Background: an optimization exercise with open tools, aiming at small area, a short achievable clock period and few clock cycles per item. Do not read the settings as production practice. RTL that was checked went through simulation tests only; none was proved equivalent to the original.

==> inputs of cedar <==
==> flow/design.v (excerpt) <==
module proc(
    i_clk    ,
    i_rstn   ,
    i_en     ,
    i_grant_rd  ,
    i_grant_wr  ,
    i_valid  ,
    i_instr ,
    i_data ,
    o_addr  ,
    o_finish ,
    o_req_rd,
    o_req_wr,
    o_ack    ,
    o_data   ,
    o_wr_size ,
    o_busy
);
    input  [25:0] i_instr;
    input i_clk  ;
    input i_rstn ;
    input i_en   ;
    input i_grant_rd ;
    input i_grant_wr ;
    input i_valid ;
    output o_finish;
    output o_req_rd;
    output o_req_wr;
    output o_busy;
    output o_ack ;
    output [23:0] o_addr ;
    output [2:0] o_wr_size;
    input  [127:0] i_data  ;
    output [127:0] o_data;
    localparam INSTR_LD    = 2'd0;
    localparam INSTR_INFO  = 2'd1;
    localparam INSTR_STORE = 2'd2;
    wire [1:0]  opc     = i_instr[25:24];
    wire [23:0] payload = i_instr[23:0];
    reg busy_r, fin_r, ack_r;
    reg s_ld1, s_ld2, s_info, s_store;    
    reg run;                              
    reg rq_rd, rq_wr;                     
    reg rb;                               
    reg hold_a;                           
    reg rdperm;                           
    reg rd_done;                          
    reg [1:0] inflight;                   
    reg rfull;                            
    reg seq_act;                          
    reg [1:0] seq_lane;                   
    reg s0_v, s1_v;                       
    reg [1:0] s0_lane, s1_lane;
    reg [23:0] addr_a, addr_b, addr_w;
    reg [23:0] oaddr;                     
    reg [2:0]  wsz;                       
    reg [19:0] rcnt;                      
    reg        rfrac;                     
    reg [2:0]  wsz_last;                  
    reg [1:0]  op;
    reg [127:0] areg, rreg;
    reg [127:32] breg;                    
    reg [31:0]  s0_a;                     
    reg [15:0]  s0_one, s0_two, s0_neg;   
    reg [31:0]  s1_r0, s1_r1, s1_r2;      
    reg         s1_r3;                    
    wire is_mul = (op == 2'd2);
    wire is_sub = op[0];
    wire acc_ld1   = s_ld1   & i_valid & (opc == INSTR_LD);
    wire acc_ld2   = s_ld2   & i_valid & (opc == INSTR_LD);
    wire acc_info  = s_info  & i_valid & (opc == INSTR_INFO);
    wire acc_store = s_store & i_valid & (opc == INSTR_STORE);
  ...
clock: 11.0 ns
lec_check: 0
abc_clock_period_in_ps: 3500
cap_margin: 20
core_margin: 2
core_utilization: 55
slew_margin: 20
synth_hierarchical: 1
standard.sh (not shown) runs the stock make flow with config.mk's settings and CLKGATE_MAP_FILE= SYNTH_SCRIPT=/design/flow/synth_recipe.tcl, a recipe that flattens the netlist after the stock synthesis.
==> flow/flow/run.sh <==
#!/bin/bash
# Own flow: the standard ORFS flow (standard.sh, unchanged synthesis), with
#  - the port buffers made as sky130_fd_sc_hd__buf_1 instead of the default delay buffer,
#  - timing repair (floorplan, CTS, global route) aiming at extra setup slack.
# The make output goes to make.log; ORFS writes each step's log under orfs/logs/.
set -euo pipefail
export BUFFER_PORTS_ARGS="-buffer_cell sky130_fd_sc_hd__buf_1"
export SETUP_SLACK_MARGIN=7
bash standard.sh > make.log 2>&1
==> ember: changes against cedar <==
--- a/flow/design.v
+++ b/flow/design.v
@@ -1063,15 +1063,15 @@
 fa u_s401(.a(p104), .b(p128), .c(p150), .s(s401), .co(c402));
 fa u_s403(.a(p170), .b(p188), .c(p20), .s(s403), .co(c404));
 fa u_s405(.a(p204), .b(p218), .c(p50), .s(s405), .co(c406));
 fa u_s407(.a(p78), .b(c386), .c(c388), .s(s407), .co(c408));
 fa u_s409(.a(c390), .b(s401), .c(s403), .s(s409), .co(c410));
 fa u_s411(.a(s405), .b(c392), .c(c394), .s(s411), .co(c412));
 fa u_s413(.a(s407), .b(s409), .c(c396), .s(s413), .co(c414));
-ha u_s415(.a(c398), .b(s411), .s(s415), .co(c416));
+ha u_s415(.a(s411), .b(c398), .s(s415), .co(c416));
 fa u_s417(.a(neg10), .b(p105), .c(p129), .s(s417), .co(c418));
 fa u_s419(.a(p151), .b(p171), .c(p189), .s(s419), .co(c420));
 fa u_s421(.a(p205), .b(p21), .c(p219), .s(s421), .co(c422));
 fa u_s423(.a(p231), .b(p51), .c(p79), .s(s423), .co(c424));
 fa u_s425(.a(c402), .b(c404), .c(c406), .s(s425), .co(c426));
 fa u_s427(.a(s417), .b(s419), .c(s421), .s(s427), .co(c428));
 fa u_s429(.a(s423), .b(c408), .c(c410), .s(s429), .co(c430));
@@ -1111,90 +1111,90 @@
 fa u_s497(.a(p209), .b(p223), .c(p235), .s(s497), .co(c498));
 fa u_s499(.a(p245), .b(p25), .c(p253), .s(s499), .co(c500));
 fa u_s501(.a(p55), .b(p83), .c(c474), .s(s501), .co(c502));
 fa u_s503(.a(c476), .b(c478), .c(c480), .s(s503), .co(c504));
 fa u_s505(.a(s493), .b(s495), .c(s497), .s(s505), .co(c506));
 fa u_s507(.a(s499), .b(c482), .c(c484), .s(s507), .co(c508));
 fa u_s509(.a(s501), .b(s503), .c(s505), .s(s509), .co(c510));
-fa u_s511(.a(c486), .b(c488), .c(s507), .s(s511), .co(c512));
+fa u_s511(.a(c486), .b(s507), .c(c488), .s(s511), .co(c512));
 ha u_s513(.a(s509), .b(c490), .s(s513), .co(c514));
 fa u_s515(.a(p110), .b(p134), .c(p156), .s(s515), .co(c516));
 fa u_s517(.a(p176), .b(p194), .c(p210), .s(s517), .co(c518));
 fa u_s519(.a(p224), .b(p236), .c(p246), .s(s519), .co(c520));
 fa u_s521(.a(p254), .b(p26), .c(p56), .s(s521), .co(c522));
 fa u_s523(.a(p84), .b(c494), .c(c496), .s(s523), .co(c524));
 fa u_s525(.a(c498), .b(c500), .c(s515), .s(s525), .co(c526));
 fa u_s527(.a(s517), .b(s519), .c(s521), .s(s527), .co(c528));
 fa u_s529(.a(c502), .b(c504), .c(c506), .s(s529), .co(c530));
 fa u_s531(.a(s523), .b(s525), .c(s527), .s(s531), .co(c532));
-fa u_s533(.a(c508), .b(c510), .c(s529), .s(s533), .co(c534));
+fa u_s533(.a(c508), .b(s529), .c(c510), .s(s533), .co(c534));
 ha u_s535(.a(s531), .b(c512), .s(s535), .co(c536));
 fa u_s537(.a(neg13), .b(p111), .c(p135), .s(s537), .co(c538));
 fa u_s539(.a(p157), .b(p177), .c(p195), .s(s539), .co(c540));
 fa u_s541(.a(p211), .b(p225), .c(p237), .s(s541), .co(c542));
 fa u_s543(.a(p247), .b(p255), .c(p261), .s(s543), .co(c544));
 fa u_s545(.a(p27), .b(p57), .c(p85), .s(s545), .co(c546));
 fa u_s547(.a(c516), .b(c518), .c(c520), .s(s547), .co(c548));
 fa u_s549(.a(c522), .b(s537), .c(s539), .s(s549), .co(c550));
 fa u_s551(.a(s541), .b(s543), .c(s545), .s(s551), .co(c552));
 fa u_s553(.a(c524), .b(c526), .c(c528), .s(s553), .co(c554));
 fa u_s555(.a(s547), .b(s549), .c(s551), .s(s555), .co(c556));
-fa u_s557(.a(c530), .b(c532), .c(s553), .s(s557), .co(c558));
+fa u_s557(.a(c530), .b(s553), .c(c532), .s(s557), .co(c558));
 ha u_s559(.a(s555), .b(c534), .s(s559), .co(c560));
 fa u_s561(.a(p112), .b(p136), .c(p158), .s(s561), .co(c562));
 fa u_s563(.a(p178), .b(p196), .c(p212), .s(s563), .co(c564));
 fa u_s565(.a(p226), .b(p238), .c(p248), .s(s565), .co(c566));
 fa u_s567(.a(p256), .b(p262), .c(p28), .s(s567), .co(c568));
 fa u_s569(.a(p58), .b(p86), .c(c538), .s(s569), .co(c570));
 fa u_s571(.a(c540), .b(c542), .c(c544), .s(s571), .co(c572));
 fa u_s573(.a(c546), .b(s561), .c(s563), .s(s573), .co(c574));
 fa u_s575(.a(s565), .b(s567), .c(c548), .s(s575), .co(c576));
 fa u_s577(.a(c550), .b(c552), .c(s569), .s(s577), .co(c578));
 fa u_s579(.a(s571), .b(s573), .c(c554), .s(s579), .co(c580));
-fa u_s581(.a(s575), .b(c556), .c(s577), .s(s581), .co(c582));
+fa u_s581(.a(s575), .b(s577), .c(c556), .s(s581), .co(c582));
 ha u_s583(.a(s579), .b(c558), .s(s583), .co(c584));
 fa u_s585(.a(neg14), .b(p113), .c(p137), .s(s585), .co(c586));
 fa u_s587(.a(p159), .b(p179), .c(p197), .s(s587), .co(c588));
 fa u_s589(.a(p213), .b(p227), .c(p239), .s(s589), .co(c590));
 fa u_s591(.a(p249), .b(p257), .c(p263), .s(s591), .co(c592));
 fa u_s593(.a(p267), .b(p29), .c(p59), .s(s593), .co(c594));
 fa u_s595(.a(p87), .b(c562), .c(c564), .s(s595), .co(c596));
 fa u_s597(.a(c566), .b(c568), .c(s585), .s(s597), .co(c598));
 fa u_s599(.a(s587), .b(s589), .c(s591), .s(s599), .co(c600));
 fa u_s601(.a(s593), .b(c570), .c(c572), .s(s601), .co(c602));
 fa u_s603(.a(c574), .b(s595), .c(s597), .s(s603), .co(c604));
 fa u_s605(.a(s599), .b(c576), .c(c578), .s(s605), .co(c606));
 fa u_s607(.a(s601), .b(s603), .c(c580), .s(s607), .co(c608));
-ha u_s609(.a(c582), .b(s605), .s(s609), .co(c610));
+ha u_s609(.a(s605), .b(c582), .s(s609), .co(c610));
 fa u_s611(.a(p114), .b(p138), .c(p160), .s(s611), .co(c612));
 fa u_s613(.a(p180), .b(p198), .c(p214), .s(s613), .co(c614));
 fa u_s615(.a(p228), .b(p240), .c(p250), .s(s615), .co(c616));
 fa u_s617(.a(p258), .b(p264), .c(p268), .s(s617), .co(c618));
 fa u_s619(.a(p30), .b(p60), .c(p88), .s(s619), .co(c620));
 fa u_s621(.a(c586), .b(c588), .c(c590), .s(s621), .co(c622));
 fa u_s623(.a(c592), .b(c594), .c(s611), .s(s623), .co(c624));
 fa u_s625(.a(s613), .b(s615), .c(s617), .s(s625), .co(c626));
 fa u_s627(.a(s619), .b(c596), .c(c598), .s(s627), .co(c628));
 fa u_s629(.a(c600), .b(s621), .c(s623), .s(s629), .co(c630));
-fa u_s631(.a(s625), .b(c602), .c(c604), .s(s631), .co(c632));
-fa u_s633(.a(s627), .b(s629), .c(c606), .s(s633), .co(c634));
+fa u_s631(.a(s625), .b(c602), .c(s627), .s(s631), .co(c632));
+fa u_s633(.a(c604), .b(s629), .c(c606), .s(s633), .co(c634));
 ha u_s635(.a(s631), .b(c610), .s(s635), .co(c636));
 fa u_s637(.a(neg15), .b(p115), .c(p139), .s(s637), .co(c638));
 fa u_s639(.a(p161), .b(p181), .c(p199), .s(s639), .co(c640));
 fa u_s641(.a(p215), .b(p229), .c(p241), .s(s641), .co(c642));
 fa u_s643(.a(p251), .b(p259), .c(p265), .s(s643), .co(c644));
 fa u_s645(.a(p269), .b(p271), .c(p31), .s(s645), .co(c646));
 fa u_s647(.a(p61), .b(p89), .c(c612), .s(s647), .co(c648));
 fa u_s649(.a(c614), .b(c616), .c(c618), .s(s649), .co(c650));
 fa u_s651(.a(c620), .b(s637), .c(s639), .s(s651), .co(c652));
 fa u_s653(.a(s641), .b(s643), .c(s645), .s(s653), .co(c654));
 fa u_s655(.a(c622), .b(c624), .c(c626), .s(s655), .co(c656));
 fa u_s657(.a(s647), .b(s649), .c(s651), .s(s657), .co(c658));
-fa u_s659(.a(s653), .b(c628), .c(c630), .s(s659), .co(c660));
-fa u_s661(.a(s655), .b(s657), .c(c632), .s(s661), .co(c662));
+fa u_s659(.a(s653), .b(c628), .c(s655), .s(s659), .co(c660));
+fa u_s661(.a(c630), .b(s657), .c(c632), .s(s661), .co(c662));
 ha u_s663(.a(s659), .b(c634), .s(s663), .co(c664));
 assign x665 = p116 ^ p140 ^ p162;
 assign x666 = p182 ^ p200 ^ p216;
 assign x667 = p230 ^ p242 ^ p252;
 assign x668 = p260 ^ p266 ^ p270;
 assign x669 = p272 ^ p32 ^ p62;
 assign x670 = p90 ^ c638 ^ c640;
@@ -1215,15 +1215,20 @@
   assign co = (a & b) | (a & c) | (b & c);
 endmodule
 module ha(input a, input b, output s, output co);
   assign s = a ^ b;
   assign co = a & b;
 endmodule
 module bpp(input a1, input a0, input one, input two, input neg, output p);
-  assign p = ((one & a1) | (two & a0)) ^ neg;
+  wire s;
+  ao22 u_s(.a(one), .b(a1), .c(two), .d(a0), .y(s));
+  assign p = s ^ neg;
+endmodule
+module ao22(input a, input b, input c, input d, output y);
+  assign y = (a & b) | (c & d);
 endmodule
 module proc(
     i_clk    ,
     i_rstn   ,
     i_en     ,
     i_grant_rd  ,
     i_grant_wr  ,
@@ -1466,22 +1471,19 @@
     assign o_req_rd  = rq_rd;
     assign o_req_wr  = rq_wr;
     assign o_data    = rreg;
     assign o_addr    = oaddr;
     assign o_wr_size = wsz;
 endmodule
 module addsub32(input [31:0] a, input [31:0] b, input sub, output [31:0] y);
-    wire [31:0] as = a ^ {32{sub}};
-    wire [31:0] ga = a & {32{~sub}};       
-    wire [31:0] gb = a & {32{sub}};        
-    wire [31:0] p0 = as ^ b;               
-    wire [31:0] g0 = (b & ga) | (~b & gb);  
+    wire [31:0] bx = b ^ {32{sub}};
+    wire [31:0] p0 = a ^ bx;
     wire [31:0] g [0:5];
     wire [31:0] p [0:5];
-    assign g[0] = {g0[30:0], sub};
+    assign g[0] = {a[30:0] & bx[30:0], sub};
     assign p[0] = {p0[30:0], 1'b0};
     genvar l, q;
     generate
         for (l = 0; l < 5; l = l + 1) begin : g_lvl
             for (q = 0; q < 32; q = q + 1) begin : g_pos
                 if ((q >> l) & 1) begin : g_join
                     localparam integer J = ((q >> l) << l) - 1;
==> flow/flow/run.sh (replaced) <==
#!/bin/bash
# Own flow: the standard ORFS flow (standard.sh, unchanged synthesis), with
#  - the port buffers made as sky130_fd_sc_hd__buf_1 instead of the default delay buffer,
#  - timing repair (floorplan, CTS, global route) aiming at extra setup slack.
# The make output goes to make.log; ORFS writes each step's log under orfs/logs/.
set -euo pipefail
export BUFFER_PORTS_ARGS="-buffer_cell sky130_fd_sc_hd__buf_1"
export SETUP_SLACK_MARGIN=7.3
bash standard.sh > make.log 2>&1
- ABC_CLOCK_PERIOD_IN_PS: 3500 -> default
- CORE_UTILIZATION: 55 -> 65
- CTS_BUF_LIST: default -> sky130_fd_sc_hd__clkbuf_4 sky130_fd_sc_hd__clkbuf_8
==> delta: changes against cedar <==
--- a/flow/design.v
+++ b/flow/design.v
@@ -1261,136 +1261,127 @@
     wire [1:0]  opc     = i_instr[25:24];
     wire [23:0] payload = i_instr[23:0];
     reg busy_r, fin_r, ack_r;
     reg s_ld1, s_ld2, s_info, s_store;    
     reg run;                              
     reg rq_rd, rq_wr;                     
     reg rb;                               
-    reg hold_a;                           
+    reg rb_o;                             
     reg rdperm;                           
     reg rd_done;                          
     reg [1:0] inflight;                   
     reg rfull;                            
     reg seq_act;                          
     reg [1:0] seq_lane;                   
     reg s0_v, s1_v;                       
     reg [1:0] s0_lane, s1_lane;
     reg [23:0] addr_a, addr_b, addr_w;
-    reg [23:0] oaddr;                     
-    reg [2:0]  wsz;                       
     reg [19:0] rcnt;                      
     reg        rfrac;                     
     reg [2:0]  wsz_last;                  
     reg [1:0]  op;
-    reg [127:0] areg, rreg;
-    reg [127:32] breg;                    
+    reg [127:0] areg, breg, rreg;
     reg [31:0]  s0_a;                     
     reg [15:0]  s0_one, s0_two, s0_neg;   
-    reg [31:0]  s1_r0, s1_r1, s1_r2;      
-    reg         s1_r3;                    
+    reg [31:0]  s1_r0, s1_r1, s1_r2;
+    reg         s1_r3;
     wire is_mul = (op == 2'd2);
     wire is_sub = op[0];
     wire acc_ld1   = s_ld1   & i_valid & (opc == INSTR_LD);
     wire acc_ld2   = s_ld2   & i_valid & (opc == INSTR_LD);
     wire acc_info  = s_info  & i_valid & (opc == INSTR_INFO);
     wire acc_store = s_store & i_valid & (opc == INSTR_STORE);
     wire rd_g = rq_rd & i_grant_rd;
     wire wr_g = rq_wr & i_grant_wr;
     wire commit  = s1_v & ~(s1_lane == 2'd0 & rfull & ~wr_g);
-    wire replay  = s1_v & ~commit;
+    wire rewind  = s1_v & ~commit;
     wire commit0 = commit & (s1_lane == 2'd0);
     wire commit3 = commit & (s1_lane == 2'd3);
-    wire confirm    = is_mul ? commit0 : rb;           
-    wire complete   = (rb & ~is_mul) | commit3;        
+    wire complete   = (rb & ~is_mul) | commit3;
     wire rfull_nx   = (rfull & ~wr_g) | complete;
-    wire rdperm_nx  = (rdperm & ~rd_g) | (is_mul ? (commit0 | replay) : wr_g);
+    wire rdperm_nx  = (rdperm & ~rd_g) | (is_mul ? commit0 : wr_g);
     wire rz = (rcnt == 20'd0);
     wire r1 = (rcnt == 20'd1);
-    wire rlast = rfrac ? rz : (rz | r1);               
-    wire rd_done_nx = rd_done | (confirm & rlast);
-    wire [1:0] inflight_nx = inflight + {1'b0, confirm} - {1'b0, wr_g};
-    wire wlast = rd_done & (inflight == 2'd1);         
+    wire rlast = rfrac ? rz : (rz | r1);              
+    wire rd_done_nx = rd_done | (rb & rlast);
+    wire wlast = rd_done & (inflight == 2'd1);        
     wire fin_now = wr_g & wlast;
-    wire wr_nx = ~fin_now & rfull_nx & ~rd_g;
-    wire rd_nx = ~fin_now & ~wr_nx & ~rd_done_nx & rdperm_nx & ~rd_g;
-    wire hold_a_nx = rd_g | (hold_a & ~((rb & ~is_mul) | (seq_act & seq_lane == 2'd2) | replay));
+    wire wr_nx = run & ~fin_now & rfull_nx & ~rd_g;
+    wire rd_nx = run & ~fin_now & ~wr_nx & ~rd_done_nx & rdperm_nx & ~rd_g;
     always @(posedge i_clk or negedge i_rstn) begin
         if (!i_rstn) begin
             busy_r <= 1'b0; fin_r <= 1'b0; ack_r <= 1'b0;
             s_ld1 <= 1'b0; s_ld2 <= 1'b0; s_info <= 1'b0; s_store <= 1'b0;
-            run <= 1'b0; rq_rd <= 1'b0; rq_wr <= 1'b0; rb <= 1'b0; hold_a <= 1'b0;
+            run <= 1'b0; rq_rd <= 1'b0; rq_wr <= 1'b0; rb <= 1'b0; rb_o <= 1'b0;
             rdperm <= 1'b0; rd_done <= 1'b0; inflight <= 2'd0; rfull <= 1'b0;
-            seq_act <= 1'b0; seq_lane <= 2'd0;
-            s0_v <= 1'b0; s0_lane <= 2'd0; s1_v <= 1'b0; s1_lane <= 2'd0;
+            seq_act <= 1'b0; seq_lane <= 2'd0; s1_v <= 1'b0; s1_lane <= 2'd0;
+            s0_v <= 1'b0; s0_lane <= 2'd0;
         end else begin
             ack_r <= acc_ld1 | acc_ld2 | acc_info | acc_store;
-            if (!busy_r && i_en) begin
-                busy_r <= 1'b1;
-                s_ld1  <= 1'b1;
+            if (!busy_r) begin
+                if (i_en) begin
+                    busy_r <= 1'b1;
+                    s_ld1  <= 1'b1;
+                end
             end
             if (acc_ld1)  begin s_ld1  <= 1'b0; s_ld2   <= 1'b1; end
             if (acc_ld2)  begin s_ld2  <= 1'b0; s_info  <= 1'b1; end
             if (acc_info) begin s_info <= 1'b0; s_store <= 1'b1; end
             if (acc_store) begin
                 s_store  <= 1'b0;
                 run      <= 1'b1;
                 rq_rd    <= 1'b1;
                 rdperm   <= 1'b1;
                 rd_done  <= 1'b0;
                 inflight <= 2'd0;
                 rfull    <= 1'b0;
-                hold_a   <= 1'b0;
             end
             if (run) begin
                 rq_rd    <= rd_nx;
                 rq_wr    <= wr_nx;
                 rb       <= rd_g;
-                hold_a   <= hold_a_nx;
+                rb_o     <= rd_g & run;
                 rdperm   <= rdperm_nx;
                 rd_done  <= rd_done_nx;
                 rfull    <= rfull_nx;
-                inflight <= inflight_nx;
+                inflight <= inflight + {1'b0, rb} - {1'b0, wr_g};
                 if (fin_now) begin
                     run   <= 1'b0;
                     fin_r <= 1'b1;
                 end
             end
             if (fin_r & i_valid) begin
                 fin_r  <= 1'b0;
                 busy_r <= 1'b0;
             end
-            s1_v    <= s0_v & ~replay;
+            s1_v    <= s0_v & ~rewind;
             s1_lane <= s0_lane;
-            if (replay) begin
-                s0_v <= 1'b0;
-                seq_act <= 1'b0;
-            end else if (rb & is_mul) begin
+            if (rb & is_mul) begin
                 s0_v <= 1'b1; s0_lane <= 2'd0;
                 seq_act <= 1'b1; seq_lane <= 2'd1;
+            end else if (rewind) begin
+                s0_v <= 1'b0;
+                seq_act <= 1'b1; seq_lane <= 2'd0;
             end else if (seq_act) begin
                 s0_v <= 1'b1; s0_lane <= seq_lane;
                 seq_lane <= seq_lane + 2'd1;
                 if (seq_lane == 2'd3) seq_act <= 1'b0;
             end else begin
                 s0_v <= 1'b0;
             end
         end
     end
+    wire [1:0] ld_lane = rb ? 2'd0 : seq_lane;
     reg [31:0] ld_a, ld_b;
     always @(*) begin
-        case (rb ? 2'd0 : seq_lane)
-            2'd0: ld_a = areg[31:0];
-            2'd1: ld_a = areg[63:32];
-            2'd2: ld_a = areg[95:64];
-            default: ld_a = areg[127:96];
-        endcase
-        case (seq_lane)
-            2'd2: ld_b = breg[95:64];
-            2'd3: ld_b = breg[127:96];
-            default: ld_b = breg[63:32];
+        case (ld_lane)
+            2'd0: begin ld_a = areg[31:0];   ld_b = breg[31:0];   end
+            2'd1: begin ld_a = areg[63:32];  ld_b = breg[63:32];  end
+            2'd2: begin ld_a = areg[95:64];  ld_b = breg[95:64];  end
+            default: begin ld_a = areg[127:96]; ld_b = breg[127:96]; end
         endcase
         if (rb) ld_b = i_data[31:0];
     end
     wire [32:0] bx = {ld_b, 1'b0};
     reg [15:0] enc_one, enc_two, enc_neg;
     integer ej;
     always @(*) begin
@@ -1408,44 +1399,35 @@
     genvar gi;
     generate
         for (gi = 0; gi < 4; gi = gi + 1) begin : g_as
             addsub32 u_as (.a(areg[32*gi +: 32]), .b(i_data[32*gi +: 32]), .sub(is_sub),
                            .y(addsub[32*gi +: 32]));
         end
     endgenerate
-    wire [23:0] addr_a_nx = confirm ? addr_a + 24'd128 : addr_a;
-    wire [23:0] addr_w_nx = wr_g ? addr_w + 24'd128 : addr_w;
-    wire [23:0] oaddr_nx  = rd_g ? addr_b : (wr_nx ? addr_w_nx : addr_a_nx);
-    wire [2:0]  wsz_nx    = (rd_done_nx & inflight_nx == 2'd1) ? wsz_last : 3'd4;
     always @(posedge i_clk) begin
-        if (s_ld1) begin
-            addr_a <= payload;
-            oaddr  <= payload;
-        end
+        if (s_ld1)   addr_a <= payload;
         if (s_ld2)   addr_b <= payload;
         if (s_info) begin
             rcnt     <= payload[23:4];
             rfrac    <= |payload[3:2];
             wsz_last <= (payload[3:2] != 2'd0) ? {1'b0, payload[3:2]}
                                                : ((payload[23:4] == 20'd0) ? 3'd0 : 3'd4);
             op       <= payload[1:0];
         end
         if (s_store) addr_w <= payload;
         if (run) begin
-            addr_a <= addr_a_nx;
-            addr_w <= addr_w_nx;
-            oaddr  <= oaddr_nx;
-            wsz    <= wsz_nx;
-            if (confirm) begin
+            if (rb) begin
+                addr_a <= addr_a + 24'd128;
                 addr_b <= addr_b + 24'd128;
                 rcnt   <= rcnt - 20'd1;
             end
+            if (wr_g) addr_w <= addr_w + 24'd128;
         end
-        if (!hold_a) areg <= i_data;
-        if (rb)      breg <= i_data[127:32];
+        if (rq_rd) areg <= i_data;
+        if (rb)    breg <= i_data;
         s0_a   <= ld_a;
         s0_one <= enc_one;
         s0_two <= enc_two;
         s0_neg <= enc_neg;
         s1_r0 <= t_r0;
         s1_r1 <= t_r1;
         s1_r2 <= t_r2;
@@ -1462,26 +1444,23 @@
     end
     assign o_busy    = busy_r;
     assign o_finish  = fin_r;
     assign o_ack     = ack_r;
     assign o_req_rd  = rq_rd;
     assign o_req_wr  = rq_wr;
     assign o_data    = rreg;
-    assign o_addr    = oaddr;
-    assign o_wr_size = wsz;
+    assign o_addr    = rb_o ? addr_b : (rq_wr ? addr_w : addr_a);
+    assign o_wr_size = wlast ? wsz_last : 3'd4;
 endmodule
 module addsub32(input [31:0] a, input [31:0] b, input sub, output [31:0] y);
-    wire [31:0] as = a ^ {32{sub}};
-    wire [31:0] ga = a & {32{~sub}};       
-    wire [31:0] gb = a & {32{sub}};        
-    wire [31:0] p0 = as ^ b;               
-    wire [31:0] g0 = (b & ga) | (~b & gb);  
+    wire [31:0] bx = b ^ {32{sub}};
+    wire [31:0] p0 = a ^ bx;
     wire [31:0] g [0:5];
     wire [31:0] p [0:5];
-    assign g[0] = {g0[30:0], sub};
+    assign g[0] = {a[30:0] & bx[30:0], sub};
     assign p[0] = {p0[30:0], 1'b0};
     genvar l, q;
     generate
         for (l = 0; l < 5; l = l + 1) begin : g_lvl
             for (q = 0; q < 32; q = q + 1) begin : g_pos
                 if ((q >> l) & 1) begin : g_join
                     localparam integer J = ((q >> l) << l) - 1;
==> flow/run.sh (new file) <==
#!/bin/bash
# synth_recipe.tcl (not shown) runs the flow's synth.tcl, then flattens the netlist and writes it again
# the make line also repeats each setting of config.mk as NAME=value (left out here)
make -C /OpenROAD-flow-scripts/flow DESIGN_CONFIG=/design/flow/config.mk WORK_HOME=/design/flow/orfs CLKGATE_MAP_FILE= SYNTH_SCRIPT=/design/flow/synth_recipe.tcl finish
- SETUP_SLACK_MARGIN: default -> 5
removed: flow/flow/run.sh
removed: flow/standard.sh
==> quartz: changes against cedar <==
- CTS_BUF_LIST: default -> sky130_fd_sc_hd__clkbuf_4 sky130_fd_sc_hd__clkbuf_8
==> summary.txt <==
Area fraction of clock buffers and clock inverters: 4.64%
Post-Syn Area: 48900 sq um
Terminating pin of the worst hold path: s1_lane[0]
Die Area: 91200 sq um
Result of the run: no timing/DRC/antenna violations
Met1 global-route usage: 51.6%
Number of logic inverters in the finished layout: 241
First-pass GRT wire length: 240 mm
Vias per std cell: 6.16
Crit path largest cell delay: 0.57 ns
Cells traversed along the worst timing path: buf_8 -> xor2_4 -> or2_4 -> or4_4 -> nor3_4 -> a32oi_4 -> a211oi_4 -> a21oi_2 -> xnor2_1 -> a211o_1
CTS clock-pin slew for the worst setup and hold paths: 0.06 ns
Metal3 WL: 16.6 mm
# the run above: quartz

==> summary.txt <==
Result of the run: no timing/DRC/antenna violations
Die Area: 85100 sq um
Area fraction of clock buffers and clock inverters: 5.08%
Crit path largest cell delay: 0.51 ns
Number of logic inverters in the finished layout: 227
First-pass GRT wire length: 220 mm
CTS clock-pin slew for the worst setup and hold paths: 0.06 ns
Post-Syn Area: 45500 sq um
Metal3 WL: 14.8 mm
# the run above: delta

==> summary.txt <==
Area fraction of clock buffers and clock inverters: 4.54%
Metal3 WL: 19.2 mm
Vias per std cell: 6.51
First-pass GRT wire length: 210 mm
Crit path largest cell delay: 0.34 ns
Cells traversed along the worst timing path: buf_1 -> xor2_1 -> ha_1 -> a21oi_2 -> a21oi_1 -> a311oi_2 -> o21a_4 -> inv_4 -> a311oi_4 -> buf_4 -> o21ai_2 -> xnor2_1 -> a21oi_1 -> nand2_1
Die Area: 69900 sq um
Post-Syn Area: 44100 sq um
Result of the run: no timing/DRC/antenna violations
# the run above: ember

==> summary.txt <==
Terminating pin of the worst hold path: s1_lane[0]
First-pass GRT wire length: 241 mm
Post-Syn Area: 48900 sq um
Number of logic inverters in the finished layout: 241
Area fraction of clock buffers and clock inverters: 4.55%
Vias per std cell: 6.23
Result of the run: no timing/DRC/antenna violations
Met2 WL post-DR: 72.0 mm
Met1 global-route usage: 51.6%
Metal3 WL: 17.1 mm
Crit path largest cell delay: 0.57 ns
Count of nets after finishing: 5572
CTS clock-pin slew for the worst setup and hold paths: 0.07 ns
# the run above: cedar

Testbench counts of ember, summed over its fixed seeds: cycles 21,430, items 15,905.
No functional check of the RTL was part of cedar, delta and quartz.

[separate check: timing with driven ports]
In the flow no input, the clock included, has a driving cell. The finished layouts below were timed again as built, in two steps. Step 1 assumes that a clkbuf_16 drives the clock port and a buf_2 every other input. Step 2 adds t to the input delays and takes it off the output delays; t is the mean of the earliest and latest rising clock arrival at the registers after step 1. Input paths then give back, and output paths get back, about the clock's delay inside the block. a / b / c = ideal / step 1 / step 2; a / b = the first two.
run | t (ns) | setup WS [ns] | worst setup path at the end | slew at the worst register clock pin (ns)
cedar | 0.726 | 6.826 / 6.874 / 6.149 | input to register | 0.07 / 0.07
ember | 0.802 | 6.812 / 6.785 / 5.983 | input to register | 0.08 / 0.08
delta | 0.708 | 5.795 / 5.840 / 5.133 | input to register | 0.07 / 0.07
quartz | 0.880 | 6.963 / 6.951 / 6.071 | input to register | 0.07 / 0.07
After both steps every run listed still meets setup and hold. The setup slack of quartz, which loses most, moves by -0.012 ns with the drivers and by -0.892 ns with both steps.
